This design comes from an exercise in tuning for small area and a short achievable clock period on the open sky130 flow, not from production work.
The RTL was checked by simulation tests, not by an equivalence proof against the original design.

==> flow/design.v, too long to show whole: its modules and the start of the top module <==
// module cordicsqrt: 1174 lines
module cordicsqrt (
    input [15:0] N,
    input clk, in_valid,
    output [15:0] sqrt,
    output out_valid
  );
  // ...
==> flow/run.sh <==
#!/bin/bash
# synth_recipe.tcl (not shown) runs the flow's synth.tcl, then flattens the netlist and writes it again
# the make line also repeats each setting of config.mk as NAME=value (left out here)
make -C /OpenROAD-flow-scripts/flow DESIGN_CONFIG=/design/flow/config.mk WORK_HOME=/design/flow/orfs CLKGATE_MAP_FILE= SYNTH_SCRIPT=/design/flow/synth_recipe.tcl finish
==> flow/config.mk <==
export PLATFORM = sky130hd
export DESIGN_NAME = cordicsqrt
export DESIGN_NICKNAME = cordicsqrt
export VERILOG_FILES = /design/flow/design.v
export SDC_FILE = /design/flow/constraint.sdc
export NUM_CORES = 4
export LEC_CHECK = 0
export CAP_MARGIN = 20
export CORE_MARGIN = 2
export CORE_UTILIZATION = 40
export SLEW_MARGIN = 20
==> flow/constraint.sdc <==
create_clock -name core_clock -period 10.0 [get_ports {clk}]
set_input_delay 2.0000 -clock core_clock [delete_from_list [all_inputs] [get_ports {clk}]]
set_output_delay 2.0000 -clock core_clock [all_outputs]
set_load 0.01 [all_outputs]
==> notes.md, run 1 <==
Status: no timing/DRC/antenna violations
Via count: 36420
Ant. Diodes: 0
Post-synthesis cell type count: 93
Die W: 367 µm
Post-synthesis register bit count: 937
Max-Cap Viols: 0
Seq. cell area: 0.01876 mm²
IO Port Bufs: 34
Tapcells: 1755
Top class by area: multi-input gates
Kind of critical path: reg -> reg
Post-synthesis compound-gate area fraction: 14.15%
Buffering overhead: 0.7976%
Post-Synth XOR/XNOR Area: 9.256%
Crit path largest cell delay: 0.49 ns
Post-route insts no fill: 7449
Non-clock inverters: 677
GRT Overall Usage: 15.22%
Hold buffer count at cts: 0
Critical Path End Type: flop
Grt met3 use: 2.406%
1st-pass router iterations: 5
Rows: 133
Met2 routed WL: 49100 µm
Max FO, Critical Path: 44
Simple-Gate Fraction of Synth Area: 10.68%
Filler Cell Count: 12680
Final worst slack: 5.695 ns
Global-route wire length before repair: 174000 µm
CORE AREA: 0.1311 mm²
Initial antenna violation count: 0
Fin. max-slew vios: 0
==> run 2: changes to the inputs <==
--- a/flow/design.v
+++ b/flow/design.v
@@ -9,6 +9,8 @@
   wire [0:0] z = ~|N_q1;
   wire [15:0] nsh = N_q1 << idx;
   wire [12:0] m = nsh[14:2];
+  wire [0:0] par = idx[0];
+  wire [3:0] sh = z ? 4'd15 : (({1'b0,idx} + 5'd1) >> 1);
   wire [12:0] xr0_op_1 = m_q2;
   wire [12:0] xr0_op_2 = m_q2;
   wire [12:0] xr0_op_3 = m_q2;
@@ -113,29 +115,8 @@
   wire [14:0] xr0_hb = xr0_rb_54[27:13];
   wire [13:0] xr0_lo = {1'b0,xr0_ra_53[12:0]} + {1'b0,xr0_rb_54[12:0]};
   wire [0:0] xr0_lc = xr0_lo[13];
-  wire [3:0] code = (m_q2 >= 13'd8170) ? 4'd14 : (m_q2 >= 13'd8029) ? 4'd13 : (m_q2 >= 13'd7773) ? 4'd12 : (m_q2 >= 13'd7405) ? 4'd11 : (m_q2 >= 13'd6913) ? 4'd10 : (m_q2 >= 13'd6314) ? 4'd9 : (m_q2 >= 13'd5794) ? 4'd8 : (m_q2 >= 13'd5224) ? 4'd7 : (m_q2 >= 13'd4400) ? 4'd6 : (m_q2 >= 13'd3509) ? 4'd5 : (m_q2 >= 13'd2592) ? 4'd4 : (m_q2 >= 13'd1638) ? 4'd3 : (m_q2 >= 13'd629) ? 4'd2 : 4'd1;
+  wire [4:0] c5 = (m_q2 >= 13'd8170) ? 5'd28 : (m_q2 >= 13'd8116) ? 5'd27 : (m_q2 >= 13'd8029) ? 5'd26 : (m_q2 >= 13'd7912) ? 5'd25 : (m_q2 >= 13'd7773) ? 5'd24 : (m_q2 >= 13'd7610) ? 5'd23 : (m_q2 >= 13'd7405) ? 5'd22 : (m_q2 >= 13'd7173) ? 5'd21 : (m_q2 >= 13'd6913) ? 5'd20 : (m_q2 >= 13'd6628) ? 5'd19 : (m_q2 >= 13'd6314) ? 5'd18 : (m_q2 >= 13'd5977) ? 5'd17 : (m_q2 >= 13'd5794) ? 5'd16 : (m_q2 >= 13'd5608) ? 5'd15 : (m_q2 >= 13'd5224) ? 5'd14 : (m_q2 >= 13'd4820) ? 5'd13 : (m_q2 >= 13'd4400) ? 5'd12 : (m_q2 >= 13'd3964) ? 5'd11 : (m_q2 >= 13'd3509) ? 5'd10 : (m_q2 >= 13'd3040) ? 5'd9 : (m_q2 >= 13'd2592) ? 5'd8 : (m_q2 >= 13'd2136) ? 5'd7 : (m_q2 >= 13'd1638) ? 5'd6 : (m_q2 >= 13'd1134) ? 5'd5 : (m_q2 >= 13'd629) ? 5'd4 : (m_q2 >= 13'd123) ? 5'd3 : 5'd2;
   wire [14:0] xr0 = xr0_ha_q3 + xr0_hb_q3 + {14'd0,xr0_lc_q3};
-  reg [13:0] t4;
-  always @(*) case (code_q3)
-      4'd0: t4 = 14'd123;
-      4'd1: t4 = 14'd123;
-      4'd2: t4 = 14'd1134;
-      4'd3: t4 = 14'd2136;
-      4'd4: t4 = 14'd3040;
-      4'd5: t4 = 14'd3964;
-      4'd6: t4 = 14'd4820;
-      4'd7: t4 = 14'd5608;
-      4'd8: t4 = 14'd5977;
-      4'd9: t4 = 14'd6628;
-      4'd10: t4 = 14'd7173;
-      4'd11: t4 = 14'd7610;
-      4'd12: t4 = 14'd7912;
-      4'd13: t4 = 14'd8116;
-      4'd14: t4 = 14'd8192;
-      4'd15: t4 = 14'd123;
-      default: t4 = 14'd0;
-    endcase
-  wire [0:0] d4 = {1'b0,m_q3} >= t4;
   wire [14:0] xr1_op_1 = xr0_q4;
   wire [14:0] xr1_op_2 = xr0_q4;
   wire [14:0] xr1_op_3 = xr0_q4;
@@ -429,9 +410,8 @@
   wire [28:0] xr5_rb_20 = {xr5_ha_18_s, xr5_ha_17_s, xr5_ha_16_s, xr5_ha_15_s, xr5_ha_14_s, xr5_ha_13_s, xr5_ha_12_s, xr5_ha_11_s, xr5_ha_10_s, xr5_ha_9_s, xr5_ha_8_s, xr5_fa_7_s, xr5_fa_6_s, xr5_fa_5_s, xr5_ha_4_s, xr5_op_2[10], xr5_op_2[9], xr5_op_2[8], xr5_op_2[7], xr5_op_2[6], xr5_op_2[5], xr5_op_2[4], xr5_op_2[3], xr5_op_2[2], xr5_op_2[1], xr5_op_2[0], 1'b0, 1'b0, 1'b1};
   wire [28:0] xr5_full = xr5_ra_19 + xr5_rb_20;
   wire [14:0] xr5 = xr5_full[28:14];
-  wire [4:0] c5 = {code_q10,d4_q10};
   reg [15:0] vx5;
-  always @(*) case (c5)
+  always @(*) case (c5_q10)
       5'd0: vx5 = 16'd65094;
       5'd1: vx5 = 16'd1242;
       5'd2: vx5 = 16'd65094;
@@ -467,7 +447,7 @@
       default: vx5 = 16'd0;
     endcase
   reg [14:0] vy5;
-  always @(*) case (c5)
+  always @(*) case (c5_q10)
       5'd0: vy5 = 15'd26972;
       5'd1: vy5 = 15'd26948;
       5'd2: vy5 = 15'd26972;
@@ -502,44 +482,44 @@
       5'd31: vy5 = 15'd26948;
       default: vy5 = 15'd0;
     endcase
-  reg [14:0] rx5;
-  always @(*) case (c5)
-      5'd0: rx5 = 15'd19069;
-      5'd1: rx5 = 15'd19656;
-      5'd2: rx5 = 15'd19069;
-      5'd3: rx5 = 15'd19656;
-      5'd4: rx5 = 15'd20216;
-      5'd5: rx5 = 15'd20765;
-      5'd6: rx5 = 15'd21289;
-      5'd7: rx5 = 15'd21797;
-      5'd8: rx5 = 15'd22217;
-      5'd9: rx5 = 15'd22685;
-      5'd10: rx5 = 15'd23125;
-      5'd11: rx5 = 15'd23549;
-      5'd12: rx5 = 15'd23944;
-      5'd13: rx5 = 15'd24321;
-      5'd14: rx5 = 15'd24669;
-      5'd15: rx5 = 15'd24999;
-      5'd16: rx5 = 15'd25007;
-      5'd17: rx5 = 15'd25312;
-      5'd18: rx5 = 15'd25586;
-      5'd19: rx5 = 15'd25842;
-      5'd20: rx5 = 15'd26069;
-      5'd21: rx5 = 15'd26274;
-      5'd22: rx5 = 15'd26447;
-      5'd23: rx5 = 15'd26601;
-      5'd24: rx5 = 15'd26713;
-      5'd25: rx5 = 15'd26818;
-      5'd26: rx5 = 15'd26891;
-      5'd27: rx5 = 15'd26944;
-      5'd28: rx5 = 15'd26971;
-      5'd29: rx5 = 15'd26972;
-      5'd30: rx5 = 15'd19069;
-      5'd31: rx5 = 15'd19656;
-      default: rx5 = 15'd0;
+  reg [13:0] rx5;
+  always @(*) case (c5_q10)
+      5'd0: rx5 = 14'd2685;
+      5'd1: rx5 = 14'd3272;
+      5'd2: rx5 = 14'd2685;
+      5'd3: rx5 = 14'd3272;
+      5'd4: rx5 = 14'd3832;
+      5'd5: rx5 = 14'd4381;
+      5'd6: rx5 = 14'd4905;
+      5'd7: rx5 = 14'd5413;
+      5'd8: rx5 = 14'd5833;
+      5'd9: rx5 = 14'd6301;
+      5'd10: rx5 = 14'd6741;
+      5'd11: rx5 = 14'd7165;
+      5'd12: rx5 = 14'd7560;
+      5'd13: rx5 = 14'd7937;
+      5'd14: rx5 = 14'd8285;
+      5'd15: rx5 = 14'd8615;
+      5'd16: rx5 = 14'd8623;
+      5'd17: rx5 = 14'd8928;
+      5'd18: rx5 = 14'd9202;
+      5'd19: rx5 = 14'd9458;
+      5'd20: rx5 = 14'd9685;
+      5'd21: rx5 = 14'd9890;
+      5'd22: rx5 = 14'd10063;
+      5'd23: rx5 = 14'd10217;
+      5'd24: rx5 = 14'd10329;
+      5'd25: rx5 = 14'd10434;
+      5'd26: rx5 = 14'd10507;
+      5'd27: rx5 = 14'd10560;
+      5'd28: rx5 = 14'd10587;
+      5'd29: rx5 = 14'd10588;
+      5'd30: rx5 = 14'd2685;
+      5'd31: rx5 = 14'd3272;
+      default: rx5 = 14'd0;
     endcase
   reg [14:0] ry5;
-  always @(*) case (c5)
+  always @(*) case (c5_q10)
       5'd0: ry5 = 15'd19069;
       5'd1: ry5 = 15'd18466;
       5'd2: ry5 = 15'd19069;
@@ -576,104 +556,114 @@
     endcase
   wire [10:0] e5 = xr5_q10[10:0] - vx5[10:0];
   wire [0:0] d5 = ~e5[10] & (|e5);
+  wire [0:0] dn5 = e5[10] | ~(|e5);
   wire [10:0] ep5 = e5 + {10'd0,xr5_q10[14]};
   wire [9:0] ys6 = vy5_q11 >> 6;
   wire [9:0] e6 = ep5_q11[9:0] + (ys6 ^ {10{d5_q11}}) + {9'd0,d5_q11};
   wire [0:0] d6 = ~e6[9] & (|e6);
+  wire [0:0] dn6 = e6[9] | ~(|e6);
   wire [15:0] xs6 = {{6{vx5_q11[15]}},vx5_q11[15:6]};
-  wire [15:0] vx6 = vx5_q11 + ({1'b0,vy5_q11} >> 6 ^ {16{~d5_q11}}) + {15'd0,~d5_q11};
+  wire [15:0] vx6 = vx5_q11 + ({1'b0,vy5_q11} >> 6 ^ {16{dn5_q11}}) + {15'd0,dn5_q11};
   wire [14:0] vy6 = vy5_q11 + (xs6[14:0] ^ {15{d5_q11}}) + {14'd0,d5_q11};
-  wire [0:0] rot6 = ~d5_q11;
   wire [14:0] rys6 = ry5_q11 >> 6;
-  wire [14:0] rxs6 = rx5_q11 >> 6;
-  wire [14:0] rx6 = rx5_q11 + (~rys6 & {15{rot6}}) + 15'd1;
-  wire [14:0] ry6 = ry5_q11 + (rot6 ? rxs6 : {14'd0,ry5_q11[14]});
+  wire [14:0] rxs6 = {1'b1,rx5_q11} >> 6;
+  wire [14:0] rxf6 = {1'b1,rx5_q11} + (~rys6 & {15{dn5_q11}}) + 15'd1;
+  wire [14:0] ry6 = ry5_q11 + (dn5_q11 ? rxs6 : {14'd0,ry5_q11[14]});
+  wire [13:0] rx6 = rxf6[13:0];
   wire [8:0] ys7 = vy6_q12 >> 7;
   wire [8:0] e7 = e6_q12[8:0] + (ys7 ^ {9{d6_q12}}) + {8'd0,d6_q12};
   wire [0:0] d7 = ~e7[8] & (|e7);
+  wire [0:0] dn7 = e7[8] | ~(|e7);
   wire [15:0] xs7 = {{7{vx6_q12[15]}},vx6_q12[15:7]};
-  wire [15:0] vx7 = vx6_q12 + ({1'b0,vy6_q12} >> 7 ^ {16{~d6_q12}}) + {15'd0,~d6_q12};
+  wire [15:0] vx7 = vx6_q12 + ({1'b0,vy6_q12} >> 7 ^ {16{dn6_q12}}) + {15'd0,dn6_q12};
   wire [14:0] vy7 = vy6_q12 + (xs7[14:0] ^ {15{d6_q12}}) + {14'd0,d6_q12};
-  wire [0:0] rot7 = ~d6_q12;
   wire [14:0] rys7 = ry6_q12 >> 7;
-  wire [14:0] rxs7 = rx6_q12 >> 7;
-  wire [14:0] rx7 = rx6_q12 + (~rys7 & {15{rot7}}) + {14'd0,rot7};
-  wire [14:0] ry7 = ry6_q12 + (rxs7 & {15{rot7}});
+  wire [14:0] rxs7 = {1'b1,rx6_q12} >> 7;
+  wire [14:0] rxf7 = {1'b1,rx6_q12} + (~rys7 & {15{dn6_q12}}) + {14'd0,dn6_q12};
+  wire [14:0] ry7 = ry6_q12 + (rxs7 & {15{dn6_q12}});
+  wire [13:0] rx7 = rxf7[13:0];
   wire [7:0] ys8 = vy7_q13 >> 8;
   wire [7:0] e8 = e7_q13[7:0] + (ys8 ^ {8{d7_q13}}) + {7'd0,d7_q13};
   wire [0:0] d8 = ~e8[7] & (|e8);
+  wire [0:0] dn8 = e8[7] | ~(|e8);
   wire [15:0] xs8 = {{8{vx7_q13[15]}},vx7_q13[15:8]};
-  wire [15:0] vx8 = vx7_q13 + ({1'b0,vy7_q13} >> 8 ^ {16{~d7_q13}}) + {15'd0,~d7_q13};
+  wire [15:0] vx8 = vx7_q13 + ({1'b0,vy7_q13} >> 8 ^ {16{dn7_q13}}) + {15'd0,dn7_q13};
   wire [14:0] vy8 = vy7_q13 + (xs8[14:0] ^ {15{d7_q13}}) + {14'd0,d7_q13};
-  wire [0:0] rot8 = d7_q13;
   wire [14:0] rys8 = ry7_q13 >> 8;
-  wire [14:0] rxs8 = rx7_q13 >> 8;
-  wire [14:0] rx8 = rx7_q13 + (rys8 & {15{rot8}});
-  wire [14:0] ry8 = ry7_q13 + (~rxs8 & {15{rot8}}) + {14'd0,rot8};
+  wire [14:0] rxs8 = {1'b1,rx7_q13} >> 8;
+  wire [14:0] rxf8 = {1'b1,rx7_q13} + (rys8 & {15{d7_q13}});
+  wire [14:0] ry8 = ry7_q13 + (~rxs8 & {15{d7_q13}}) + {14'd0,d7_q13};
+  wire [13:0] rx8 = rxf8[13:0];
   wire [6:0] ys9 = vy8_q14 >> 9;
   wire [6:0] e9 = e8_q14[6:0] + (ys9 ^ {7{d8_q14}}) + {6'd0,d8_q14};
   wire [0:0] d9 = ~e9[6] & (|e9);
+  wire [0:0] dn9 = e9[6] | ~(|e9);
   wire [15:0] xs9 = {{9{vx8_q14[15]}},vx8_q14[15:9]};
-  wire [15:0] vx9 = vx8_q14 + ({1'b0,vy8_q14} >> 9 ^ {16{~d8_q14}}) + {15'd0,~d8_q14};
+  wire [15:0] vx9 = vx8_q14 + ({1'b0,vy8_q14} >> 9 ^ {16{dn8_q14}}) + {15'd0,dn8_q14};
   wire [14:0] vy9 = vy8_q14 + (xs9[14:0] ^ {15{d8_q14}}) + {14'd0,d8_q14};
-  wire [0:0] rot9 = d8_q14;
   wire [14:0] rys9 = ry8_q14 >> 9;
-  wire [14:0] rxs9 = rx8_q14 >> 9;
-  wire [14:0] rx9 = rx8_q14 + (rys9 & {15{rot9}});
-  wire [14:0] ry9 = ry8_q14 + (~rxs9 & {15{rot9}}) + {14'd0,rot9};
+  wire [14:0] rxs9 = {1'b1,rx8_q14} >> 9;
+  wire [14:0] rxf9 = {1'b1,rx8_q14} + (rys9 & {15{d8_q14}});
+  wire [14:0] ry9 = ry8_q14 + (~rxs9 & {15{d8_q14}}) + {14'd0,d8_q14};
+  wire [13:0] rx9 = rxf9[13:0];
   wire [5:0] ys10 = vy9_q15 >> 10;
   wire [5:0] e10 = e9_q15[5:0] + (ys10 ^ {6{d9_q15}}) + {5'd0,d9_q15};
   wire [0:0] d10 = ~e10[5] & (|e10);
+  wire [0:0] dn10 = e10[5] | ~(|e10);
   wire [15:0] xs10 = {{10{vx9_q15[15]}},vx9_q15[15:10]};
-  wire [15:0] vx10 = vx9_q15 + ({1'b0,vy9_q15} >> 10 ^ {16{~d9_q15}}) + {15'd0,~d9_q15};
+  wire [15:0] vx10 = vx9_q15 + ({1'b0,vy9_q15} >> 10 ^ {16{dn9_q15}}) + {15'd0,dn9_q15};
   wire [14:0] vy10 = vy9_q15 + (xs10[14:0] ^ {15{d9_q15}}) + {14'd0,d9_q15};
-  wire [0:0] rot10 = d9_q15;
   wire [14:0] rys10 = ry9_q15 >> 10;
-  wire [14:0] rxs10 = rx9_q15 >> 10;
-  wire [14:0] rx10 = rx9_q15 + (rys10 & {15{rot10}});
-  wire [14:0] ry10 = ry9_q15 + (~rxs10 & {15{rot10}}) + {14'd0,rot10};
+  wire [14:0] rxs10 = {1'b1,rx9_q15} >> 10;
+  wire [14:0] rxf10 = {1'b1,rx9_q15} + (rys10 & {15{d9_q15}});
+  wire [14:0] ry10 = ry9_q15 + (~rxs10 & {15{d9_q15}}) + {14'd0,d9_q15};
+  wire [13:0] rx10 = rxf10[13:0];
   wire [4:0] ys11 = vy10_q16 >> 11;
   wire [4:0] e11 = e10_q16[4:0] + (ys11 ^ {5{d10_q16}}) + {4'd0,d10_q16};
   wire [0:0] d11 = ~e11[4] & (|e11);
+  wire [0:0] dn11 = e11[4] | ~(|e11);
   wire [15:0] xs11 = {{11{vx10_q16[15]}},vx10_q16[15:11]};
-  wire [15:0] vx11 = vx10_q16 + ({1'b0,vy10_q16} >> 11 ^ {16{~d10_q16}}) + {15'd0,~d10_q16};
+  wire [15:0] vx11 = vx10_q16 + ({1'b0,vy10_q16} >> 11 ^ {16{dn10_q16}}) + {15'd0,dn10_q16};
   wire [14:0] vy11 = vy10_q16 + (xs11[14:0] ^ {15{d10_q16}}) + {14'd0,d10_q16};
-  wire [0:0] rot11 = d10_q16;
   wire [14:0] rys11 = ry10_q16 >> 11;
-  wire [14:0] rxs11 = rx10_q16 >> 11;
-  wire [14:0] rx11 = rx10_q16 + (rys11 & {15{rot11}});
-  wire [14:0] ry11 = ry10_q16 + (~rxs11 & {15{rot11}}) + {14'd0,rot11};
+  wire [14:0] rxs11 = {1'b1,rx10_q16} >> 11;
+  wire [14:0] rxf11 = {1'b1,rx10_q16} + (rys11 & {15{d10_q16}});
+  wire [14:0] ry11 = ry10_q16 + (~rxs11 & {15{d10_q16}}) + {14'd0,d10_q16};
+  wire [13:0] rx11 = rxf11[13:0];
   wire [4:0] ys12 = vy11_q17 >> 12;
   wire [4:0] e12 = e11_q17[4:0] + (ys12 ^ {5{d11_q17}}) + {4'd0,d11_q17};
   wire [0:0] d12 = ~e12[4] & (|e12);
+  wire [0:0] dn12 = e12[4] | ~(|e12);
   wire [15:0] xs12 = {{12{vx11_q17[15]}},vx11_q17[15:12]};
-  wire [15:0] vx12 = vx11_q17 + ({1'b0,vy11_q17} >> 12 ^ {16{~d11_q17}}) + {15'd0,~d11_q17};
+  wire [15:0] vx12 = vx11_q17 + ({1'b0,vy11_q17} >> 12 ^ {16{dn11_q17}}) + {15'd0,dn11_q17};
   wire [14:0] vy12 = vy11_q17 + (xs12[14:0] ^ {15{d11_q17}}) + {14'd0,d11_q17};
-  wire [0:0] rot12 = ~d11_q17;
   wire [14:0] rys12 = ry11_q17 >> 12;
-  wire [14:0] rxs12 = rx11_q17 >> 12;
-  wire [14:0] rx12 = rx11_q17 + (~rys12 & {15{rot12}}) + {14'd0,rot12};
-  wire [14:0] ry12 = ry11_q17 + (rxs12 & {15{rot12}});
+  wire [14:0] rxs12 = {1'b1,rx11_q17} >> 12;
+  wire [14:0] rxf12 = {1'b1,rx11_q17} + (~rys12 & {15{dn11_q17}}) + {14'd0,dn11_q17};
+  wire [14:0] ry12 = ry11_q17 + (rxs12 & {15{dn11_q17}});
+  wire [13:0] rx12 = rxf12[13:0];
   wire [4:0] ys13 = vy12_q18 >> 13;
   wire [4:0] e13 = e12_q18[4:0] + (ys13 ^ {5{d12_q18}}) + {4'd0,d12_q18};
   wire [0:0] d13 = ~e13[4] & (|e13);
-  wire [0:0] rot13 = ~d12_q18;
+  wire [0:0] dn13 = e13[4] | ~(|e13);
   wire [14:0] rys13 = ry12_q18 >> 13;
-  wire [14:0] rxs13 = rx12_q18 >> 13;
-  wire [14:0] rx13 = rx12_q18 + (~rys13 & {15{rot13}}) + {14'd0,rot13};
-  wire [14:0] ry13 = ry12_q18 + (rxs13 & {15{rot13}});
+  wire [14:0] rxs13 = {1'b1,rx12_q18} >> 13;
+  wire [14:0] rxf13 = {1'b1,rx12_q18} + (~rys13 & {15{dn12_q18}}) + {14'd0,dn12_q18};
+  wire [14:0] ry13 = ry12_q18 + (rxs13 & {15{dn12_q18}});
+  wire [13:0] rx13 = rxf13[13:0];
   wire [0:0] b14 = d13_q19 & ry13_q19[14];
-  wire [14:0] ps_op_1 = rx13_q19;
-  wire [14:0] ps_mx_2 = rx13_q19;
-  wire ps_p_3 = idx_q19[0];
-  wire [14:0] ps_mx_4 = rx13_q19;
-  wire ps_p_5 = idx_q19[0];
-  wire [14:0] ps_mx_6 = rx13_q19;
-  wire ps_p_7 = idx_q19[0];
-  wire [14:0] ps_mx_8 = rx13_q19;
-  wire ps_p_9 = idx_q19[0];
-  wire [14:0] ps_mx_10 = rx13_q19;
-  wire ps_p_11 = idx_q19[0];
+  wire [14:0] X13 = {1'b1,rx13_q19};
+  wire [14:0] ps_op_1 = X13;
+  wire [14:0] ps_mx_2 = X13;
+  wire ps_p_3 = par_q19;
+  wire [14:0] ps_mx_4 = X13;
+  wire ps_p_5 = par_q19;
+  wire [14:0] ps_mx_6 = X13;
+  wire ps_p_7 = par_q19;
+  wire [14:0] ps_mx_8 = X13;
+  wire ps_p_9 = par_q19;
+  wire [14:0] ps_mx_10 = X13;
+  wire ps_p_11 = par_q19;
   wire ps_ha_12_s = ~ps_op_1[5] ^ (~ps_p_3 & ps_mx_2[0]);
   wire ps_ha_12_c = ~ps_op_1[5] & (~ps_p_3 & ps_mx_2[0]);
   wire ps_ha_13_s = ~ps_op_1[6] ^ (ps_p_3 ? ps_mx_2[0] : ps_mx_2[1]);
@@ -684,16 +674,16 @@
   wire ps_ha_15_c = ps_p_5 & (ps_p_9 ? ~ps_mx_8[1] : ~ps_mx_8[0]);
   wire ps_fa_16_s = ps_p_5 ^ (~ps_p_7 | ~ps_mx_6[0]) ^ (ps_p_9 ? ~ps_mx_8[2] : ~ps_mx_8[1]);
   wire ps_fa_16_c = (ps_p_5 & (~ps_p_7 | ~ps_mx_6[0])) | (ps_p_5 & (ps_p_9 ? ~ps_mx_8[2] : ~ps_mx_8[1])) | ((~ps_p_7 | ~ps_mx_6[0]) & (ps_p_9 ? ~ps_mx_8[2] : ~ps_mx_8[1]));
-  wire ps_ha_17_s = (~ps_p_11 & ps_mx_10[3]) ^ (b14 & ~idx_q19[0]);
-  wire ps_ha_17_c = (~ps_p_11 & ps_mx_10[3]) & (b14 & ~idx_q19[0]);
+  wire ps_ha_17_s = (~ps_p_11 & ps_mx_10[3]) ^ (b14 & ~par_q19);
+  wire ps_ha_17_c = (~ps_p_11 & ps_mx_10[3]) & (b14 & ~par_q19);
   wire ps_fa_18_s = ps_p_5 ^ (~ps_p_7 | ~ps_mx_6[1]) ^ (ps_p_9 ? ~ps_mx_8[3] : ~ps_mx_8[2]);
   wire ps_fa_18_c = (ps_p_5 & (~ps_p_7 | ~ps_mx_6[1])) | (ps_p_5 & (ps_p_9 ? ~ps_mx_8[3] : ~ps_mx_8[2])) | ((~ps_p_7 | ~ps_mx_6[1]) & (ps_p_9 ? ~ps_mx_8[3] : ~ps_mx_8[2]));
   wire ps_ha_19_s = (~ps_p_11 & ps_mx_10[4]) ^ b14;
   wire ps_ha_19_c = (~ps_p_11 & ps_mx_10[4]) & b14;
   wire ps_fa_20_s = ps_p_5 ^ (ps_p_7 ? ~ps_mx_6[2] : ~ps_mx_6[0]) ^ (ps_p_9 ? ~ps_mx_8[4] : ~ps_mx_8[3]);
   wire ps_fa_20_c = (ps_p_5 & (ps_p_7 ? ~ps_mx_6[2] : ~ps_mx_6[0])) | (ps_p_5 & (ps_p_9 ? ~ps_mx_8[4] : ~ps_mx_8[3])) | ((ps_p_7 ? ~ps_mx_6[2] : ~ps_mx_6[0]) & (ps_p_9 ? ~ps_mx_8[4] : ~ps_mx_8[3]));
-  wire ps_ha_21_s = (~ps_p_11 & ps_mx_10[5]) ^ (b14 & idx_q19[0]);
-  wire ps_ha_21_c = (~ps_p_11 & ps_mx_10[5]) & (b14 & idx_q19[0]);
+  wire ps_ha_21_s = (~ps_p_11 & ps_mx_10[5]) ^ (b14 & par_q19);
+  wire ps_ha_21_c = (~ps_p_11 & ps_mx_10[5]) & (b14 & par_q19);
   wire ps_fa_22_s = ps_p_5 ^ (ps_p_7 ? ~ps_mx_6[3] : ~ps_mx_6[1]) ^ (ps_p_9 ? ~ps_mx_8[5] : ~ps_mx_8[4]);
   wire ps_fa_22_c = (ps_p_5 & (ps_p_7 ? ~ps_mx_6[3] : ~ps_mx_6[1])) | (ps_p_5 & (ps_p_9 ? ~ps_mx_8[5] : ~ps_mx_8[4])) | ((ps_p_7 ? ~ps_mx_6[3] : ~ps_mx_6[1]) & (ps_p_9 ? ~ps_mx_8[5] : ~ps_mx_8[4]));
   wire ps_ha_23_s = (~ps_p_11 & ps_mx_10[6]) ^ b14;
@@ -720,8 +710,8 @@
   wire ps_ha_33_c = (ps_p_9 ? ~ps_mx_8[10] : ~ps_mx_8[9]) & (~ps_p_11 & ps_mx_10[11]);
   wire ps_fa_34_s = ~ps_op_1[4] ^ (ps_p_5 ? ~ps_mx_4[1] : ps_mx_4[1]) ^ (ps_p_7 ? ~ps_mx_6[9] : ~ps_mx_6[7]);
   wire ps_fa_34_c = (~ps_op_1[4] & (ps_p_5 ? ~ps_mx_4[1] : ps_mx_4[1])) | (~ps_op_1[4] & (ps_p_7 ? ~ps_mx_6[9] : ~ps_mx_6[7])) | ((ps_p_5 ? ~ps_mx_4[1] : ps_mx_4[1]) & (ps_p_7 ? ~ps_mx_6[9] : ~ps_mx_6[7]));
-  wire ps_fa_35_s = (ps_p_9 ? ~ps_mx_8[11] : ~ps_mx_8[10]) ^ (~ps_p_11 & ps_mx_10[12]) ^ (b14 & idx_q19[0]);
-  wire ps_fa_35_c = ((ps_p_9 ? ~ps_mx_8[11] : ~ps_mx_8[10]) & (~ps_p_11 & ps_mx_10[12])) | ((ps_p_9 ? ~ps_mx_8[11] : ~ps_mx_8[10]) & (b14 & idx_q19[0])) | ((~ps_p_11 & ps_mx_10[12]) & (b14 & idx_q19[0]));
+  wire ps_fa_35_s = (ps_p_9 ? ~ps_mx_8[11] : ~ps_mx_8[10]) ^ (~ps_p_11 & ps_mx_10[12]) ^ (b14 & par_q19);
+  wire ps_fa_35_c = ((ps_p_9 ? ~ps_mx_8[11] : ~ps_mx_8[10]) & (~ps_p_11 & ps_mx_10[12])) | ((ps_p_9 ? ~ps_mx_8[11] : ~ps_mx_8[10]) & (b14 & par_q19)) | ((~ps_p_11 & ps_mx_10[12]) & (b14 & par_q19));
   wire ps_fa_36_s = (ps_p_5 ? ~ps_mx_4[2] : ps_mx_4[2]) ^ (ps_p_7 ? ~ps_mx_6[10] : ~ps_mx_6[8]) ^ (ps_p_9 ? ~ps_mx_8[12] : ~ps_mx_8[11]);
   wire ps_fa_36_c = ((ps_p_5 ? ~ps_mx_4[2] : ps_mx_4[2]) & (ps_p_7 ? ~ps_mx_6[10] : ~ps_mx_6[8])) | ((ps_p_5 ? ~ps_mx_4[2] : ps_mx_4[2]) & (ps_p_9 ? ~ps_mx_8[12] : ~ps_mx_8[11])) | ((ps_p_7 ? ~ps_mx_6[10] : ~ps_mx_6[8]) & (ps_p_9 ? ~ps_mx_8[12] : ~ps_mx_8[11]));
   wire ps_fa_37_s = (~ps_p_11 & ps_mx_10[13]) ^ b14 ^ ps_ha_12_s;
@@ -758,8 +748,8 @@
   wire ps_ha_52_c = ~ps_op_1[14] & (ps_p_3 ? ps_mx_2[8] : ps_mx_2[9]);
   wire ps_ha_53_s = ps_p_5 ^ (~ps_p_11 & ps_mx_10[0]);
   wire ps_ha_53_c = ps_p_5 & (~ps_p_11 & ps_mx_10[0]);
-  wire ps_fa_54_s = (~ps_p_11 & ps_mx_10[1]) ^ (b14 & idx_q19[0]) ^ 1'b1;
-  wire ps_fa_54_c = ((~ps_p_11 & ps_mx_10[1]) & (b14 & idx_q19[0])) | ((~ps_p_11 & ps_mx_10[1]) & 1'b1) | ((b14 & idx_q19[0]) & 1'b1);
+  wire ps_fa_54_s = (~ps_p_11 & ps_mx_10[1]) ^ (b14 & par_q19) ^ 1'b1;
+  wire ps_fa_54_c = ((~ps_p_11 & ps_mx_10[1]) & (b14 & par_q19)) | ((~ps_p_11 & ps_mx_10[1]) & 1'b1) | ((b14 & par_q19) & 1'b1);
   wire ps_fa_55_s = (~ps_p_11 & ps_mx_10[2]) ^ b14 ^ ps_ha_14_c;
   wire ps_fa_55_c = ((~ps_p_11 & ps_mx_10[2]) & b14) | ((~ps_p_11 & ps_mx_10[2]) & ps_ha_14_c) | (b14 & ps_ha_14_c);
   wire ps_fa_56_s = 1'b1 ^ ps_ha_15_c ^ ps_fa_16_s;
@@ -814,8 +804,8 @@
   wire ps_ha_80_c = (ps_p_3 ? ps_mx_2[13] : ps_mx_2[14]) & ps_p_5;
   wire ps_ha_81_s = (ps_p_3 & ps_mx_2[14]) ^ ps_p_5;
   wire ps_ha_81_c = (ps_p_3 & ps_mx_2[14]) & ps_p_5;
-  wire ps_ha_82_s = ps_p_11 ^ (b14 & ~idx_q19[0]);
-  wire ps_ha_82_c = ps_p_11 & (b14 & ~idx_q19[0]);
+  wire ps_ha_82_s = ps_p_11 ^ (b14 & ~par_q19);
+  wire ps_ha_82_c = ps_p_11 & (b14 & ~par_q19);
   wire ps_fa_83_s = ps_ha_14_s ^ ps_ha_53_c ^ ps_fa_54_s;
   wire ps_fa_83_c = (ps_ha_14_s & ps_ha_53_c) | (ps_ha_14_s & ps_fa_54_s) | (ps_ha_53_c & ps_fa_54_s);
   wire ps_fa_84_s = ps_ha_15_s ^ ps_fa_54_c ^ ps_fa_55_s;
@@ -876,13 +866,11 @@
   wire ps_fa_111_c = (ps_p_5 & 1'b1) | (ps_p_5 & ps_ha_81_c) | (1'b1 & ps_ha_81_c);
   wire [29:0] ps_ra_112 = {ps_fa_110_c, ps_fa_109_c, ps_fa_108_c, ps_fa_107_c, ps_fa_106_c, ps_fa_105_c, ps_fa_104_c, ps_fa_103_c, ps_fa_102_c, ps_fa_101_c, ps_fa_100_c, ps_fa_99_c, ps_fa_98_c, ps_fa_97_c, ps_fa_96_c, ps_fa_95_c, ps_fa_94_c, ps_fa_93_c, ps_fa_92_c, ps_fa_91_c, ps_fa_90_c, ps_fa_89_c, ps_fa_88_c, ps_fa_87_c, ps_fa_86_c, ps_fa_85_c, ps_fa_84_c, ps_fa_83_c, ps_ha_82_c, ps_ha_53_s};
   wire [29:0] ps_rb_113 = {ps_fa_111_s, ps_fa_110_s, ps_fa_109_s, ps_fa_108_s, ps_fa_107_s, ps_fa_106_s, ps_fa_105_s, ps_fa_104_s, ps_fa_103_s, ps_fa_102_s, ps_fa_101_s, ps_fa_100_s, ps_fa_99_s, ps_fa_98_s, ps_fa_97_s, ps_fa_96_s, ps_fa_95_s, ps_fa_94_s, ps_fa_93_s, ps_fa_92_s, ps_fa_91_s, ps_fa_90_s, ps_fa_89_s, ps_fa_88_s, ps_fa_87_s, ps_fa_86_s, ps_fa_85_s, ps_fa_84_s, ps_fa_83_s, ps_ha_82_s};
-  wire [15:0] ps_ha = ps_ra_112[29:14];
-  wire [15:0] ps_hb = ps_rb_113[29:14];
-  wire [14:0] ps_lo = {1'b0,ps_ra_112[13:0]} + {1'b0,ps_rb_113[13:0]};
-  wire [0:0] ps_lc = ps_lo[14];
-  wire [15:0] ps = ps_ha_q20 + ps_hb_q20 + {15'd0,ps_lc_q20};
-  wire [3:0] shamt = ({1'b0,idx_q20} + 5'd1) >> 1;
-  wire [15:0] res = z_q20 ? 16'd0 : (ps >> shamt);
+  wire [29:0] ps_fa = ps_ra_112;
+  wire [29:0] ps_fb = ps_rb_113;
+  wire [29:0] ps_sum = ps_fa_q20 + ps_fb_q20;
+  wire [15:0] ps = ps_sum[29:14];
+  wire [15:0] res = ps >> sh_q20;
   reg [15:0] N_q1;
   always @(posedge clk) N_q1 <= N;
   reg [0:0] v_q1;
@@ -927,86 +915,82 @@
   always @(posedge clk) v_q20 <= v_q19;
   reg [0:0] v_q21;
   always @(posedge clk) v_q21 <= v_q20;
-  reg [3:0] idx_q2;
-  always @(posedge clk) idx_q2 <= idx;
-  reg [3:0] idx_q3;
-  always @(posedge clk) idx_q3 <= idx_q2;
-  reg [3:0] idx_q4;
-  always @(posedge clk) idx_q4 <= idx_q3;
-  reg [3:0] idx_q5;
-  always @(posedge clk) idx_q5 <= idx_q4;
-  reg [3:0] idx_q6;
-  always @(posedge clk) idx_q6 <= idx_q5;
-  reg [3:0] idx_q7;
-  always @(posedge clk) idx_q7 <= idx_q6;
-  reg [3:0] idx_q8;
-  always @(posedge clk) idx_q8 <= idx_q7;
-  reg [3:0] idx_q9;
-  always @(posedge clk) idx_q9 <= idx_q8;
-  reg [3:0] idx_q10;
-  always @(posedge clk) idx_q10 <= idx_q9;
-  reg [3:0] idx_q11;
-  always @(posedge clk) idx_q11 <= idx_q10;
-  reg [3:0] idx_q12;
-  always @(posedge clk) idx_q12 <= idx_q11;
-  reg [3:0] idx_q13;
-  always @(posedge clk) idx_q13 <= idx_q12;
-  reg [3:0] idx_q14;
-  always @(posedge clk) idx_q14 <= idx_q13;
-  reg [3:0] idx_q15;
-  always @(posedge clk) idx_q15 <= idx_q14;
-  reg [3:0] idx_q16;
-  always @(posedge clk) idx_q16 <= idx_q15;
-  reg [3:0] idx_q17;
-  always @(posedge clk) idx_q17 <= idx_q16;
-  reg [3:0] idx_q18;
-  always @(posedge clk) idx_q18 <= idx_q17;
-  reg [3:0] idx_q19;
-  always @(posedge clk) idx_q19 <= idx_q18;
-  reg [3:0] idx_q20;
-  always @(posedge clk) idx_q20 <= idx_q19;
-  reg [0:0] z_q2;
-  always @(posedge clk) z_q2 <= z;
-  reg [0:0] z_q3;
-  always @(posedge clk) z_q3 <= z_q2;
-  reg [0:0] z_q4;
-  always @(posedge clk) z_q4 <= z_q3;
-  reg [0:0] z_q5;
-  always @(posedge clk) z_q5 <= z_q4;
-  reg [0:0] z_q6;
-  always @(posedge clk) z_q6 <= z_q5;
-  reg [0:0] z_q7;
-  always @(posedge clk) z_q7 <= z_q6;
-  reg [0:0] z_q8;
-  always @(posedge clk) z_q8 <= z_q7;
-  reg [0:0] z_q9;
-  always @(posedge clk) z_q9 <= z_q8;
-  reg [0:0] z_q10;
-  always @(posedge clk) z_q10 <= z_q9;
-  reg [0:0] z_q11;
-  always @(posedge clk) z_q11 <= z_q10;
-  reg [0:0] z_q12;
-  always @(posedge clk) z_q12 <= z_q11;
-  reg [0:0] z_q13;
-  always @(posedge clk) z_q13 <= z_q12;
-  reg [0:0] z_q14;
-  always @(posedge clk) z_q14 <= z_q13;
-  reg [0:0] z_q15;
-  always @(posedge clk) z_q15 <= z_q14;
-  reg [0:0] z_q16;
-  always @(posedge clk) z_q16 <= z_q15;
-  reg [0:0] z_q17;
-  always @(posedge clk) z_q17 <= z_q16;
-  reg [0:0] z_q18;
-  always @(posedge clk) z_q18 <= z_q17;
-  reg [0:0] z_q19;
-  always @(posedge clk) z_q19 <= z_q18;
-  reg [0:0] z_q20;
-  always @(posedge clk) z_q20 <= z_q19;
   reg [12:0] m_q2;
   always @(posedge clk) m_q2 <= m;
-  reg [12:0] m_q3;
-  always @(posedge clk) m_q3 <= m_q2;
+  reg [0:0] par_q2;
+  always @(posedge clk) par_q2 <= par;
+  reg [0:0] par_q3;
+  always @(posedge clk) par_q3 <= par_q2;
+  reg [0:0] par_q4;
+  always @(posedge clk) par_q4 <= par_q3;
+  reg [0:0] par_q5;
+  always @(posedge clk) par_q5 <= par_q4;
+  reg [0:0] par_q6;
+  always @(posedge clk) par_q6 <= par_q5;
+  reg [0:0] par_q7;
+  always @(posedge clk) par_q7 <= par_q6;
+  reg [0:0] par_q8;
+  always @(posedge clk) par_q8 <= par_q7;
+  reg [0:0] par_q9;
+  always @(posedge clk) par_q9 <= par_q8;
+  reg [0:0] par_q10;
+  always @(posedge clk) par_q10 <= par_q9;
+  reg [0:0] par_q11;
+  always @(posedge clk) par_q11 <= par_q10;
+  reg [0:0] par_q12;
+  always @(posedge clk) par_q12 <= par_q11;
+  reg [0:0] par_q13;
+  always @(posedge clk) par_q13 <= par_q12;
+  reg [0:0] par_q14;
+  always @(posedge clk) par_q14 <= par_q13;
+  reg [0:0] par_q15;
+  always @(posedge clk) par_q15 <= par_q14;
+  reg [0:0] par_q16;
+  always @(posedge clk) par_q16 <= par_q15;
+  reg [0:0] par_q17;
+  always @(posedge clk) par_q17 <= par_q16;
+  reg [0:0] par_q18;
+  always @(posedge clk) par_q18 <= par_q17;
+  reg [0:0] par_q19;
+  always @(posedge clk) par_q19 <= par_q18;
+  reg [3:0] sh_q2;
+  always @(posedge clk) sh_q2 <= sh;
+  reg [3:0] sh_q3;
+  always @(posedge clk) sh_q3 <= sh_q2;
+  reg [3:0] sh_q4;
+  always @(posedge clk) sh_q4 <= sh_q3;
+  reg [3:0] sh_q5;
+  always @(posedge clk) sh_q5 <= sh_q4;
+  reg [3:0] sh_q6;
+  always @(posedge clk) sh_q6 <= sh_q5;
+  reg [3:0] sh_q7;
+  always @(posedge clk) sh_q7 <= sh_q6;
+  reg [3:0] sh_q8;
+  always @(posedge clk) sh_q8 <= sh_q7;
+  reg [3:0] sh_q9;
+  always @(posedge clk) sh_q9 <= sh_q8;
+  reg [3:0] sh_q10;
+  always @(posedge clk) sh_q10 <= sh_q9;
+  reg [3:0] sh_q11;
+  always @(posedge clk) sh_q11 <= sh_q10;
+  reg [3:0] sh_q12;
+  always @(posedge clk) sh_q12 <= sh_q11;
+  reg [3:0] sh_q13;
+  always @(posedge clk) sh_q13 <= sh_q12;
+  reg [3:0] sh_q14;
+  always @(posedge clk) sh_q14 <= sh_q13;
+  reg [3:0] sh_q15;
+  always @(posedge clk) sh_q15 <= sh_q14;
+  reg [3:0] sh_q16;
+  always @(posedge clk) sh_q16 <= sh_q15;
+  reg [3:0] sh_q17;
+  always @(posedge clk) sh_q17 <= sh_q16;
+  reg [3:0] sh_q18;
+  always @(posedge clk) sh_q18 <= sh_q17;
+  reg [3:0] sh_q19;
+  always @(posedge clk) sh_q19 <= sh_q18;
+  reg [3:0] sh_q20;
+  always @(posedge clk) sh_q20 <= sh_q19;
   reg [14:0] xr0_ha_q3;
   always @(posedge clk) xr0_ha_q3 <= xr0_ha;
   reg [14:0] xr0_hb_q3;
@@ -1031,52 +1015,42 @@
   always @(posedge clk) xr4_q9 <= xr4;
   reg [14:0] xr5_q10;
   always @(posedge clk) xr5_q10 <= xr5;
-  reg [3:0] code_q3;
-  always @(posedge clk) code_q3 <= code;
-  reg [3:0] code_q4;
-  always @(posedge clk) code_q4 <= code_q3;
-  reg [3:0] code_q5;
-  always @(posedge clk) code_q5 <= code_q4;
-  reg [3:0] code_q6;
-  always @(posedge clk) code_q6 <= code_q5;
-  reg [3:0] code_q7;
-  always @(posedge clk) code_q7 <= code_q6;
-  reg [3:0] code_q8;
-  always @(posedge clk) code_q8 <= code_q7;
-  reg [3:0] code_q9;
-  always @(posedge clk) code_q9 <= code_q8;
-  reg [3:0] code_q10;
-  always @(posedge clk) code_q10 <= code_q9;
-  reg [0:0] d4_q4;
-  always @(posedge clk) d4_q4 <= d4;
-  reg [0:0] d4_q5;
-  always @(posedge clk) d4_q5 <= d4_q4;
-  reg [0:0] d4_q6;
-  always @(posedge clk) d4_q6 <= d4_q5;
-  reg [0:0] d4_q7;
-  always @(posedge clk) d4_q7 <= d4_q6;
-  reg [0:0] d4_q8;
-  always @(posedge clk) d4_q8 <= d4_q7;
-  reg [0:0] d4_q9;
-  always @(posedge clk) d4_q9 <= d4_q8;
-  reg [0:0] d4_q10;
-  always @(posedge clk) d4_q10 <= d4_q9;
+  reg [4:0] c5_q3;
+  always @(posedge clk) c5_q3 <= c5;
+  reg [4:0] c5_q4;
+  always @(posedge clk) c5_q4 <= c5_q3;
+  reg [4:0] c5_q5;
+  always @(posedge clk) c5_q5 <= c5_q4;
+  reg [4:0] c5_q6;
+  always @(posedge clk) c5_q6 <= c5_q5;
+  reg [4:0] c5_q7;
+  always @(posedge clk) c5_q7 <= c5_q6;
+  reg [4:0] c5_q8;
+  always @(posedge clk) c5_q8 <= c5_q7;
+  reg [4:0] c5_q9;
+  always @(posedge clk) c5_q9 <= c5_q8;
+  reg [4:0] c5_q10;
+  always @(posedge clk) c5_q10 <= c5_q9;
   reg [15:0] vx5_q11;
   always @(posedge clk) vx5_q11 <= vx5;
   reg [14:0] vy5_q11;
   always @(posedge clk) vy5_q11 <= vy5;
-  reg [14:0] rx5_q11;
+  reg [13:0] rx5_q11;
   always @(posedge clk) rx5_q11 <= rx5;
   reg [14:0] ry5_q11;
   always @(posedge clk) ry5_q11 <= ry5;
   reg [0:0] d5_q11;
   always @(posedge clk) d5_q11 <= d5;
+  reg [0:0] dn5_q11;
+  always @(posedge clk) dn5_q11 <= dn5;
   reg [10:0] ep5_q11;
   always @(posedge clk) ep5_q11 <= ep5;
   reg [9:0] e6_q12;
   always @(posedge clk) e6_q12 <= e6;
   reg [0:0] d6_q12;
   always @(posedge clk) d6_q12 <= d6;
+  reg [0:0] dn6_q12;
+  always @(posedge clk) dn6_q12 <= dn6;
   reg [15:0] vx6_q12;
   always @(posedge clk) vx6_q12 <= vx6;
   reg [14:0] vy6_q12;
@@ -1085,6 +1059,8 @@
   always @(posedge clk) e7_q13 <= e7;
   reg [0:0] d7_q13;
   always @(posedge clk) d7_q13 <= d7;
+  reg [0:0] dn7_q13;
+  always @(posedge clk) dn7_q13 <= dn7;
   reg [15:0] vx7_q13;
   always @(posedge clk) vx7_q13 <= vx7;
   reg [14:0] vy7_q13;
@@ -1093,6 +1069,8 @@
   always @(posedge clk) e8_q14 <= e8;
   reg [0:0] d8_q14;
   always @(posedge clk) d8_q14 <= d8;
+  reg [0:0] dn8_q14;
+  always @(posedge clk) dn8_q14 <= dn8;
   reg [15:0] vx8_q14;
   always @(posedge clk) vx8_q14 <= vx8;
   reg [14:0] vy8_q14;
@@ -1101,6 +1079,8 @@
   always @(posedge clk) e9_q15 <= e9;
   reg [0:0] d9_q15;
   always @(posedge clk) d9_q15 <= d9;
+  reg [0:0] dn9_q15;
+  always @(posedge clk) dn9_q15 <= dn9;
   reg [15:0] vx9_q15;
   always @(posedge clk) vx9_q15 <= vx9;
   reg [14:0] vy9_q15;
@@ -1109,6 +1089,8 @@
   always @(posedge clk) e10_q16 <= e10;
   reg [0:0] d10_q16;
   always @(posedge clk) d10_q16 <= d10;
+  reg [0:0] dn10_q16;
+  always @(posedge clk) dn10_q16 <= dn10;
   reg [15:0] vx10_q16;
   always @(posedge clk) vx10_q16 <= vx10;
   reg [14:0] vy10_q16;
@@ -1117,6 +1099,8 @@
   always @(posedge clk) e11_q17 <= e11;
   reg [0:0] d11_q17;
   always @(posedge clk) d11_q17 <= d11;
+  reg [0:0] dn11_q17;
+  always @(posedge clk) dn11_q17 <= dn11;
   reg [15:0] vx11_q17;
   always @(posedge clk) vx11_q17 <= vx11;
   reg [14:0] vy11_q17;
@@ -1125,48 +1109,48 @@
   always @(posedge clk) e12_q18 <= e12;
   reg [0:0] d12_q18;
   always @(posedge clk) d12_q18 <= d12;
+  reg [0:0] dn12_q18;
+  always @(posedge clk) dn12_q18 <= dn12;
   reg [14:0] vy12_q18;
   always @(posedge clk) vy12_q18 <= vy12;
   reg [0:0] d13_q19;
   always @(posedge clk) d13_q19 <= d13;
-  reg [14:0] rx6_q12;
-  always @(posedge clk) rx6_q12 <= rx6;
   reg [14:0] ry6_q12;
   always @(posedge clk) ry6_q12 <= ry6;
-  reg [14:0] rx7_q13;
-  always @(posedge clk) rx7_q13 <= rx7;
+  reg [13:0] rx6_q12;
+  always @(posedge clk) rx6_q12 <= rx6;
   reg [14:0] ry7_q13;
   always @(posedge clk) ry7_q13 <= ry7;
-  reg [14:0] rx8_q14;
-  always @(posedge clk) rx8_q14 <= rx8;
+  reg [13:0] rx7_q13;
+  always @(posedge clk) rx7_q13 <= rx7;
   reg [14:0] ry8_q14;
   always @(posedge clk) ry8_q14 <= ry8;
-  reg [14:0] rx9_q15;
-  always @(posedge clk) rx9_q15 <= rx9;
+  reg [13:0] rx8_q14;
+  always @(posedge clk) rx8_q14 <= rx8;
   reg [14:0] ry9_q15;
   always @(posedge clk) ry9_q15 <= ry9;
-  reg [14:0] rx10_q16;
-  always @(posedge clk) rx10_q16 <= rx10;
+  reg [13:0] rx9_q15;
+  always @(posedge clk) rx9_q15 <= rx9;
   reg [14:0] ry10_q16;
   always @(posedge clk) ry10_q16 <= ry10;
-  reg [14:0] rx11_q17;
-  always @(posedge clk) rx11_q17 <= rx11;
+  reg [13:0] rx10_q16;
+  always @(posedge clk) rx10_q16 <= rx10;
   reg [14:0] ry11_q17;
   always @(posedge clk) ry11_q17 <= ry11;
-  reg [14:0] rx12_q18;
-  always @(posedge clk) rx12_q18 <= rx12;
+  reg [13:0] rx11_q17;
+  always @(posedge clk) rx11_q17 <= rx11;
   reg [14:0] ry12_q18;
   always @(posedge clk) ry12_q18 <= ry12;
-  reg [14:0] rx13_q19;
-  always @(posedge clk) rx13_q19 <= rx13;
+  reg [13:0] rx12_q18;
+  always @(posedge clk) rx12_q18 <= rx12;
   reg [14:0] ry13_q19;
   always @(posedge clk) ry13_q19 <= ry13;
-  reg [15:0] ps_ha_q20;
-  always @(posedge clk) ps_ha_q20 <= ps_ha;
-  reg [15:0] ps_hb_q20;
-  always @(posedge clk) ps_hb_q20 <= ps_hb;
-  reg [0:0] ps_lc_q20;
-  always @(posedge clk) ps_lc_q20 <= ps_lc;
+  reg [13:0] rx13_q19;
+  always @(posedge clk) rx13_q19 <= rx13;
+  reg [29:0] ps_fa_q20;
+  always @(posedge clk) ps_fa_q20 <= ps_fa;
+  reg [29:0] ps_fb_q20;
+  always @(posedge clk) ps_fb_q20 <= ps_fb;
   reg [15:0] res_q21;
   always @(posedge clk) res_q21 <= res;
   assign sqrt = res_q21;
==> flow/flow/run.sh (new file) <==
#!/bin/bash
set -o pipefail
export SETUP_SLACK_MARGIN=${MARGIN:-6.6}
bash standard.sh > standard.log 2>&1
==> flow/standard.sh (new file) <==
#!/bin/bash
# synth_recipe.tcl (not shown) runs the flow's synth.tcl, then flattens the netlist and writes it again
# the make line also repeats each setting of config.mk as NAME=value (left out here)
make -C /OpenROAD-flow-scripts/flow DESIGN_CONFIG=/design/flow/config.mk WORK_HOME=/design/flow/orfs CLKGATE_MAP_FILE= SYNTH_SCRIPT=/design/flow/synth_recipe.tcl "${@:-finish}"
removed: flow/run.sh
==> run 2 against run 1 <==
Still clean. Maximum frequency up 29%. Sequential share of layout area up 0.40 points. Final cell count down 0.36%. Area after synthesis up 0.23%. Non-clock buffer count down 3. Wire length up 2.9%. Critical endpoint is now sqrt[9].
==> notes.md, run 2 <==
Delay-heaviest family, CP: flip-flops
Critical Path End Type: primary output
Nets: 6456
Path type of the worst min-delay path: reg -> reg
Hold buffer count at cts: 0 (unchanged)
CP startpoint kind: flop
Worst r2r dst: rx7_q13[13]$_DFF_P_
Area delta synth->final: 11.38%
H-tree levels: 3
Starting Density: 40.24%
Share of flip-flops with an asynchronous set or reset: 0%
Top cell type's share of synthesized area: 36.00%
Crit path DAT: 1.33 ns
Critical path buffer and inverter count: 1
Multi-input gate area: 0.03122 mm²
Most frequent cells in the layout: dfxtp_1 (932), ha_1 (683), inv_1 (596), nor2_1 (340), a21oi_1 (332)
Drc violations: 0
Tcrit/Tclk final: 33.34%
Final setup skew: 0.03059 ns
Max reg flops: 30
Worst Tran Pin Value: 0.9230 ns
Post-synth EDFFs: 0
Overflow left after global routing: 0
Die W: 367.4 µm (+0.12%)
Mean Syn Cell Area: 9.531 µm²
Crit path largest cell delay: 0.36 ns (-0.13 ns)
Slowest stage cell, crit path: dfxtp_1
Ant. Diodes: 0 (unchanged)
# setup viols final: 0
Worst R2R Start: dn6_q12$_DFF_P_
Routed wire length: 106000 µm
Top cells by count, synth: dfxtp_1 (950), ha_1 (683), inv_1 (599)
IO Port Bufs: 34 (unchanged)
CORE AREA: 0.1313 mm² (+0.13%)
Global-route wire length before repair: 177800 µm (+2.2%)
CTS Buffer Depth: 3
Largest register by flop count: ps_fa_q20
Leading area contributor after synthesis: dfxtp_1
Drt initial violations: 2288
RSZ-0062 raised after global routing: true
Reg-to-reg slack, setup: 6.73 ns
GRT Overall Usage: 15.62% (+0.40 points)
Crit-path cells: clkdlybuf4s15_1
Synth top area cells: dfxtp_1 (36%), ha_1 (16%), fa_1 (6.5%)
HPWL Detailed: 81860 µm
Filler Cell Count: 12490 (-1.5%)
Max FO, Critical Path: 1 (-98%)
GP Congestion: 0.8832
Post-Syn Instances: 5543
CTS buffer count: 103
Kind of critical path: reg -> out
1st-pass router iterations: 6 (+1)
Share of cells above drive strength 1: 5.682%
CP required: 8.00 ns
Yosys warns: 1
Post-route setup TNS: 0 ns
Clock Latency Late Sink: 0.70 ns
Top FF cell, synth: dfxtp_1
Post-synthesis cell type count: 87 (-6.5%)
Mapped Area: 0.05283 mm²
Status: no timing/DRC/antenna violations
Fmax: 300.0 MHz
Largest net degree at the start of global routing: 78
Fin. max-slew vios: 0 (unchanged)
Biggest regs: ps_fa_q20 (30), ps_fb_q20 (29)
CP Depth: 1
Register area share after synthesis: 36.00%
Clk pin slew, worst setup/hold paths: 0.06 ns
Initial antenna violation count: 0 (unchanged)
CTS Sinks: 950
Root Driver: clkbuf_16
IO Pins: 35
Max-slew headroom: 38.38%
CTS tree: done
Most common cell after layout, fill and taps aside: dfxtp_1
Min Tclk post-route: 3.334 ns
Hold Violations, Final: 0
Rows: 133 (unchanged)
Min-Delay Startpoint: v_q4$_DFF_P_
Seq. cell area: 0.01905 mm² (+1.5%)
Most frequent cell after synthesis: dfxtp_1
Max-Cap Viols: 0 (unchanged)
Post-route ant nets: 0
Chip height: 367.4 µm
FF-to-FF path depth: 13
Via count: 36400 (-0.052%)
Hold path endpoint: v_q5$_DFF_P_
Full die area: 0.1350 mm²
Post-synthesis register bit count: 950 (+1.4%)
Syn Nets: 6416
Vias per inst: 4.905
Vias in the first global route: 36410
Hold Path Cell Cnt: 0
WL/cell: 14.28 µm
## run 2: how the worst max path moves through the flow
stage                                     start                  end  slack [ns]
final                     res_q21[9]$_SDFF_PP0_              sqrt[9]        6.67
after global placement          dn6_q12$_DFF_P_  rx7_q13[13]$_DFF_P_        6.18
after detailed placement        dn6_q12$_DFF_P_  rx7_q13[13]$_DFF_P_        6.13
after floorplan                  d7_q13$_DFF_P_  ry8_q14[14]$_DFF_P_        6.63
after global routing            dn6_q12$_DFF_P_  rx7_q13[13]$_DFF_P_        6.43
after CTS                       dn6_q12$_DFF_P_  rx7_q13[13]$_DFF_P_        6.53
## run 2: kinds of logic after synthesis
family	synth area share, %
xor+xnor	9.731
buf+inv	5.163
flops	36.00
compound gates	14.66
fa+ha+maj	22.69
mux	1.487
other cells	0.007098
simple gates	10.26
## run 2: cell type report
class / instances / area share [%]
multi-input cells: 3873 / 53.06
flip-flops and latches: 950 / 32.38
clock buffers: 143 / 5.012
inverters: 607 / 3.883
well taps: 1755 / 3.732
clock inverters: 46 / 1.159
repair buffers: 48 / 0.7740
## run 2: metal layers
metal  routed length (µm)  track usage, %  vias to the layer above
li1                     -               -                    19030
met1                50460           20.37                    16630
met2                48990           26.38                      555
met3                 3605           2.126                      188
met4                 2915           5.407                        0
met5                    0               0                        -
## run 2: metrics by stage
stage	hold WS [ns]	utilization [%]	area (µm²)	instances	worst slack [ns]
2_1_floorplan	0.3095	-	52840	5543	6.633
3_3_place_gp	0.3112	41.90	55020	7231	6.177
3_5_place_dp	0.3121	41.90	55020	7231	6.127
4_1_cts	0.3214	44.66	58640	7420	6.532
5_1_grt	0.3236	44.82	58840	7422	6.434
6_report	0.3211	44.82	58840	7422	6.666
## run 2: timing repair
action | 4_1_cts | 5_1_grt
endpoints found under the setup margin | 33 | 52
setup buffers | 0 | 2
gates cloned | 0 | 0
pin swaps | 0 | 3
gates resized for setup | 27 | 58

-- afterwards: timing with drivers on the ports --
Ports are ideal in the flow. The routed layouts listed here were re-timed in OpenROAD.
Step 1, drivers: a clkbuf_16 drives clk and a buf_2 each remaining input, both assumed.
Step 2 also shifts input and output timing later by t, the mid clock arrival at the registers, as if the neighbouring blocks saw the same clock.
a / b / c = ideal ports / drivers / drivers and shift; a / b = the first two.
| run | shift t [ns] | setup slack, ns | clock arrival spread, ns |
|---|---|---|---|
| run 1 | 0.751 | 5.695 / 5.695 / 5.695 | 0.033 / 0.034 |
| run 2 | 0.769 | 6.666 / 6.592 / 6.731 | 0.040 / 0.040 |
After both steps setup and hold are still met in every run listed.
